Background: an optimization exercise with open tools, aiming at small area. Do not read the settings as production practice.
In this exercise RTL edits were held to simulation tests only and were not proved equivalent to the original.
Power and IR drop assume default switching activity.

## v1
// ate
module ate(clk,reset,pix_data,bin,threshold);
input clk;
input reset;
input [7:0] pix_data;
output reg bin;
output reg [7:0] threshold;
reg [7:0] buffer [63:0];
reg [5:0] count;    
reg [2:0] col;      
reg [7:0] nmax;        
reg [7:0] nmin;        
wire [7:0] max = ~nmax;
wire [7:0] min = ~nmin;
integer i;
function cy8;
	input [7:0] x;
	input [7:0] y;
	input       cin;
	integer k;
	reg c;
	begin
		c = cin;
		for (k = 0; k < 8; k = k + 1)
			c = (x[k] & y[k]) | (x[k] & c) | (y[k] & c);
		cy8 = c;
	end
endfunction
function ge8;
	input [7:0] a;
	input [7:0] b;
	integer k;
	reg r;
	begin
		r = 1'b1;
		for (k = 0; k < 8; k = k + 1)
			r = (a[k] & ~b[k]) | ((a[k] | ~b[k]) & r);
		ge8 = r;
	end
endfunction
wire       low0     = ~|count[4:0];
wire       last     = low0 & ~count[5];
wire [2:0] col_next = last ? {col[1:0], ~col[2]} : col;
wire       act_next = ~col_next[0] | col_next[2];    
reg  [8:0] sum;      
reg        ncy;
reg  [7:0] nmx, nmn;
integer j;
always @(*) begin
	nmx = nmax;
	nmn = nmin;
	ncy = nmx[0] & nmn[0];
	sum[0] = 1'b0;
	for (j = 1; j < 8; j = j + 1) begin
		sum[j] = ~(nmx[j] ^ nmn[j] ^ ncy);
		ncy = (nmx[j] & nmn[j]) | (nmx[j] & ncy) | (nmn[j] & ncy);
	end
	sum[8] = ~ncy;
end
wire [7:0] thr_next = last ? (act_next ? sum[8:1] : 8'd0) : threshold;
always @(posedge clk) begin
	buffer[0] <= ~pix_data;
	for (i = 1; i < 64; i = i + 1)
  ...
Size in the first run: ~630 cells after synthesis, about 550 flip-flops, ~19 I/O pins, about 0.012 mm² of cells after synthesis.
Settings: LEC_CHECK=0, CAP_MARGIN=20, CORE_MARGIN=2, CORE_UTILIZATION=45, SETUP_SLACK_MARGIN=0.15, SLEW_MARGIN=20; clock period 4.0 ns.
standard.sh (not shown) runs the stock make flow with config.mk's settings and CLKGATE_MAP_FILE= SYNTH_SCRIPT=/design/flow/synth_recipe.tcl, a recipe that flattens the netlist after the stock synthesis.
==> flow/flow/run.sh <==
#!/bin/bash
# The standard layout with three changes:
#  - synthesis is the standard flow's own (same passes, flatten and rename) except that abc
#    maps the logic with flow/area.script; registers are untouched;
#  - CTS builds the clock tree from clkbuf_4 in clusters of at most 12 sinks
#    and inserts no dummy loads;
#  - the port buffers are buf_1.
# Tool logs stay under orfs/logs; make's output goes to synth.log and standard.log.
set -e
here=$PWD
export MY_ABC_SCRIPT=$here/flow/area.script
export CTS_ARGS="-sink_clustering_enable -repair_clock_nets -dont_use_dummy_load -buf_list sky130_fd_sc_hd__clkbuf_4 -sink_clustering_size 12 -sink_clustering_max_diameter 50"
export BUFFER_PORTS_ARGS="-buffer_cell sky130_fd_sc_hd__buf_1"
sed "s#SYNTH_SCRIPT=[^ ]*#SYNTH_SCRIPT=$here/flow/my_synth.tcl#" standard.sh > my_standard.sh
bash my_standard.sh synth > synth.log 2>&1
bash standard.sh > standard.log 2>&1
==> flow/flow/area.script <==
strash
dch
amap
topo
==> flow/flow/my_synth.tcl <==
# synth_recipe.tcl with one change: abc maps the logic with flow/area.script
# (an area-oriented script) in place of ORFS's delay-oriented one.
proc synth {args} { yosys synth -nofsm -noshare {*}$args }
proc abc {args} {
  set i [lsearch $args -script]
  if {$i >= 0} { lset args [expr {$i+1}] $::env(MY_ABC_SCRIPT) }
  yosys abc {*}$args
}
source $::env(SCRIPTS_DIR)/synth.tcl
# left out here: clear keep_hierarchy, flatten, clean up, hide names made inside functions, write 1_2_yosys.v
Complete run, failing final checks: v1, reason negative setup slack.
The inputs of v11 differ from those of v1 as listed below.
diff --git a/flow/flow/run.sh b/flow/flow/run.sh
--- a/flow/flow/run.sh
+++ b/flow/flow/run.sh
@@ -12 +12 @@
-export CTS_ARGS="-sink_clustering_enable -repair_clock_nets -dont_use_dummy_load -buf_list sky130_fd_sc_hd__clkbuf_4 -sink_clustering_size 12 -sink_clustering_max_diameter 50"
+export CTS_ARGS="-sink_clustering_enable -repair_clock_nets -dont_use_dummy_load -buf_list sky130_fd_sc_hd__clkbuf_8 -sink_clustering_size 22 -sink_clustering_max_diameter 60"
==> flow/flow/area.script <==
strash
&get -n
&st
&syn2
&dch
&nf -a
&put
topo
==> notes.md <==
- v1 -> stages 100% | layout checks FAIL | negative setup slack
- v11 finished all stages; the layout is clean.
- Highest signal layer in the routed design: met5 -> v1, met4 -> v11
- Looking at global-route usage across v1 and v11, the one that comes out higher is v1.
- Lower slew at the pin closest to its max-slew limit was reported by v1, not v11.
- Per-cell via count in the routed design (higher): v1
Inputs modified between v11 and v12:
# v11
export LEC_CHECK = 0
export CAP_MARGIN = 20
export CORE_MARGIN = 2
export CORE_UTILIZATION = 45
export SETUP_SLACK_MARGIN = 0.15
export SLEW_MARGIN = 20
create_clock -name core_clock -period 4.0 [get_ports {clk}]
# v12
export LEC_CHECK = 0
export CAP_MARGIN = 20
export CORE_MARGIN = 2
export CORE_UTILIZATION = 55
export SETUP_SLACK_MARGIN = 0.15
export SLEW_MARGIN = 20
create_clock -name core_clock -period 4.0 [get_ports {clk}]
diff --git a/flow/flow/run.sh b/flow/flow/run.sh
--- a/flow/flow/run.sh
+++ b/flow/flow/run.sh
@@ -12 +12 @@
-export CTS_ARGS="-sink_clustering_enable -repair_clock_nets -dont_use_dummy_load -buf_list sky130_fd_sc_hd__clkbuf_8 -sink_clustering_size 22 -sink_clustering_max_diameter 60"
+export CTS_ARGS="-sink_clustering_enable -repair_clock_nets -dont_use_dummy_load -buf_list sky130_fd_sc_hd__clkbuf_4 -sink_clustering_size 12 -sink_clustering_max_diameter 50"
Results
v12: no failed stages, no open violations at the end
Relative contribution of sequential cells to total power for v12: 0.2 points up relative to v11
For the actual slew at the worst max-slew pin, v12 came in 45 ps lower than v11 did.
v11 → v12: TritonCTS buffer count increased 79%; number of hold-slack violations in the final timing report essentially unchanged; number of nets in the final layout increased 3.5%.
v12 vs v11 on cell area: v12 is the lower one.
[v12] data required time of the worst path rose 160 ps relative to v11
Between v12 and v11, placement-stage worst setup slack is lower for v12, v11 comes in above that.
v11 → v12: source-to-sink clock delay at the later pin of the worst-skew pair picked up an extra 80 ps, routed wire length lost 48 µm, global routing usage on met3 picked up an extra 1.4 points.
What v14 does differently from v12 at the input level:
# v12
export LEC_CHECK = 0
export CAP_MARGIN = 20
export CORE_MARGIN = 2
export CORE_UTILIZATION = 55
export SETUP_SLACK_MARGIN = 0.15
export SLEW_MARGIN = 20
create_clock -name core_clock -period 4.0 [get_ports {clk}]
# v14
export LEC_CHECK = 0
export CAP_MARGIN = 20
export CORE_MARGIN = 2
export CORE_UTILIZATION = 45
export SLEW_MARGIN = 20
create_clock -name core_clock -period 4.0 [get_ports {clk}]
### Flow results
The die outline height of v14 is higher than that of v12.
Against v12 as the reference, v14 delivers a higher worst-skew pair later-pin latency.
v14 closes out successfully: all stages finished, all timing, DRC and antenna checks passed.
Fraction of final layout cells sized beyond drive strength 1 delta (v12 -> v14): insignificant
Number of core rows, v14 vs v12: up by more than 10%
The layout buffering overhead excluding clock cells was comparable across v14 and v12.

---

== fjord ==
The RTL this note starts from:
==> flow/design.v <==
module ate(clk,reset,pix_data,bin,threshold);
input clk;
input reset;
input [7:0] pix_data;
output reg bin;
output reg [7:0] threshold;
reg [7:0] buffer [63:0];
reg [5:0] count;    
reg [2:0] col;      
reg [7:0] max;
reg [7:0] min;
integer i;
function ge8;
	input [7:0] a;
	input [7:0] b;
	integer k;
	reg r;
	begin
		r = 1'b1;
		for (k = 0; k < 8; k = k + 1)
			r = (a[k] & ~b[k]) | ((a[k] | ~b[k]) & r);
		ge8 = r;
	end
endfunction
wire       low0     = ~|count[4:0];
wire       last     = low0 & ~count[5];
wire [2:0] col_next = last ? {col[1:0], ~col[2]} : col;
wire       act_next = ~col_next[0] | col_next[2];    
reg  [8:0] sum;      
reg        cy;
integer j;
always @(*) begin
	cy = max[0] | min[0];
	sum[0] = 1'b0;
	for (j = 1; j < 8; j = j + 1) begin
		sum[j] = max[j] ^ min[j] ^ cy;
		cy = (max[j] & min[j]) | (max[j] & cy) | (min[j] & cy);
	end
	sum[8] = cy;
end
wire [7:0] thr_next = last ? (act_next ? sum[8:1] : 8'd0) : threshold;
always @(posedge clk) begin
	buffer[0] <= pix_data;
	for (i = 1; i < 64; i = i + 1)
		buffer[i] <= buffer[i-1];
	if (last | ~ge8(max, pix_data))
		max <= pix_data;
	if (last | ~ge8(pix_data, min))
		min <= pix_data;
end
always @(posedge reset or posedge clk) begin
	if (reset) begin
		count <= 6'd0;
		col <= 3'd0;
		threshold <= 8'd0;
		bin <= 1'b0;
	end
	else begin
		count <= {count[4:0], count[5] ^ count[4] ^ low0};
		col <= col_next;
		threshold <= thr_next;
		bin <= act_next & ge8(buffer[63], thr_next);
	end
end
endmodule
clock: 4.0 ns
lec_check: 0
cap_margin: 20
core_margin: 2
core_utilization: 45
setup_slack_margin: 0.15
slew_margin: 20
==> flow/flow/run.sh <==
#!/bin/bash
export CTS_ARGS="-sink_clustering_enable -repair_clock_nets -dont_use_dummy_load -buf_list sky130_fd_sc_hd__clkbuf_4 -sink_clustering_size 13 -sink_clustering_max_diameter 40"
export BUFFER_PORTS_ARGS="-buffer_cell sky130_fd_sc_hd__buf_1"
bash standard.sh > standard.log 2>&1
What lagoon does differently from fjord at the input level:
# fjord
export LEC_CHECK = 0
export CAP_MARGIN = 20
export CORE_MARGIN = 2
export CORE_UTILIZATION = 45
export SETUP_SLACK_MARGIN = 0.15
export SLEW_MARGIN = 20
create_clock -name core_clock -period 4.0 [get_ports {clk}]
# lagoon
export LEC_CHECK = 0
export CAP_MARGIN = 20
export CORE_MARGIN = 2
export CORE_UTILIZATION = 65
export SETUP_SLACK_MARGIN = 0.15
export SLEW_MARGIN = 20
create_clock -name core_clock -period 4.0 [get_ports {clk}]
==> flow/flow/run.sh <==
#!/bin/bash
export CTS_ARGS="-sink_clustering_enable -repair_clock_nets -dont_use_dummy_load -buf_list sky130_fd_sc_hd__clkbuf_16 -sink_clustering_size 40 -sink_clustering_max_diameter 40"
export BUFFER_PORTS_ARGS="-buffer_cell sky130_fd_sc_hd__buf_1"
bash standard.sh > standard.log 2>&1
==> comparison <==
Having completed the whole flow, lagoon delivered a layout that passed the timing, design-rule and antenna checks. Minimum setup slack in the final design: lagoon > fjord. The count of non-filler cells in the finished layout of lagoon is lower than that of fjord. From fjord to lagoon the numbers moved as follows: half-perimeter wire length of the detailed placement result now smaller; wire length per cell now larger; switching part of the total power now smaller; peak per-stage delay on the critical path now larger. Portion of total power attributed to combinational logic in lagoon vs fjord: down 0.3 points. Count of antenna diodes in the layout: lagoon vs fjord down 3. When the final numbers for fjord and lagoon were put side by side, the number of tap cells added at floorplan turned out to be smaller in lagoon. Looking at class of the tightest hold or removal check, the reg -> reg result is from lagoon; the in -> async one comes from fjord. Looking at area overhead of the layout relative to synthesis, lagoon sits 3.5 points above fjord.
What ember does differently from lagoon at the input level:
# lagoon
export LEC_CHECK = 0
export CAP_MARGIN = 20
export CORE_MARGIN = 2
export CORE_UTILIZATION = 65
export SETUP_SLACK_MARGIN = 0.15
export SLEW_MARGIN = 20
create_clock -name core_clock -period 4.0 [get_ports {clk}]
# ember
export LEC_CHECK = 0
export CAP_MARGIN = 20
export CORE_MARGIN = 2
export CORE_UTILIZATION = 45
export PLACE_DENSITY = 0.85
export SETUP_SLACK_MARGIN = 0.15
export SLEW_MARGIN = 20
create_clock -name core_clock -period 4.0 [get_ports {clk}]
==> flow/flow/run.sh <==
#!/bin/bash
export CTS_ARGS="-sink_clustering_enable -repair_clock_nets -dont_use_dummy_load -buf_list sky130_fd_sc_hd__clkbuf_4 -sink_clustering_size 12 -sink_clustering_max_diameter 50"
export BUFFER_PORTS_ARGS="-buffer_cell sky130_fd_sc_hd__buf_1"
bash standard.sh > standard.log 2>&1
--- outcome ---
Number of cells upsized or downsized after cts: ember > lagoon
Proportion of power drawn by combinational gates: ember vs lagoon up 0.3 points
A type of the most critical hold path of in -> async is what ember shows, while reg -> reg belongs to lagoon.
Compared ember vs lagoon, and worst hold slack is down in ember.
The non-clock buffer count of ember exceeds that of lagoon by 1.
lagoon → ember: final cell count +123, transition time at the pin with the least slew margin -0.26 ns.

afterwards: timing with drivers on the ports:
In the flow no input, the clock included, has a driving cell. The finished layouts below were timed again as built, in two steps.
Step 1 (the two cells are an assumption about what drives the block):
set clk [get_ports {clk}]
set_driving_cell -lib_cell sky130_fd_sc_hd__clkbuf_16 $clk
set_driving_cell -lib_cell sky130_fd_sc_hd__buf_2 [delete_from_list [all_inputs] $clk]
Step 2 times the ports against the registers' clock, not the clock port: input delays grow and output delays shrink by t, the midpoint of the rising clock arrivals with the driver on.
a / b / c = no drivers / after step 1 / after step 2; a / b = the first two.
run | t (ns) | setup WS [ns] | clock arrival spread, ns
v1 | 0.697 | -0.129 / -0.129 / -0.129 | 0.077 / 0.077
v11 | 0.581 | 0.195 / 0.195 / 0.195 | 0.067 / 0.068
v12 | 0.665 | 0.225 / 0.225 / 0.225 | 0.065 / 0.066
v14 | 0.683 | 0.091 / 0.091 / 0.091 | 0.099 / 0.099
fjord | 0.681 | 0.098 / 0.098 / 0.098 | 0.083 / 0.083
lagoon | 0.533 | 0.112 / 0.112 / 0.112 | 0.050 / 0.050
ember | 0.657 | 0.134 / 0.134 / 0.134 | 0.061 / 0.061
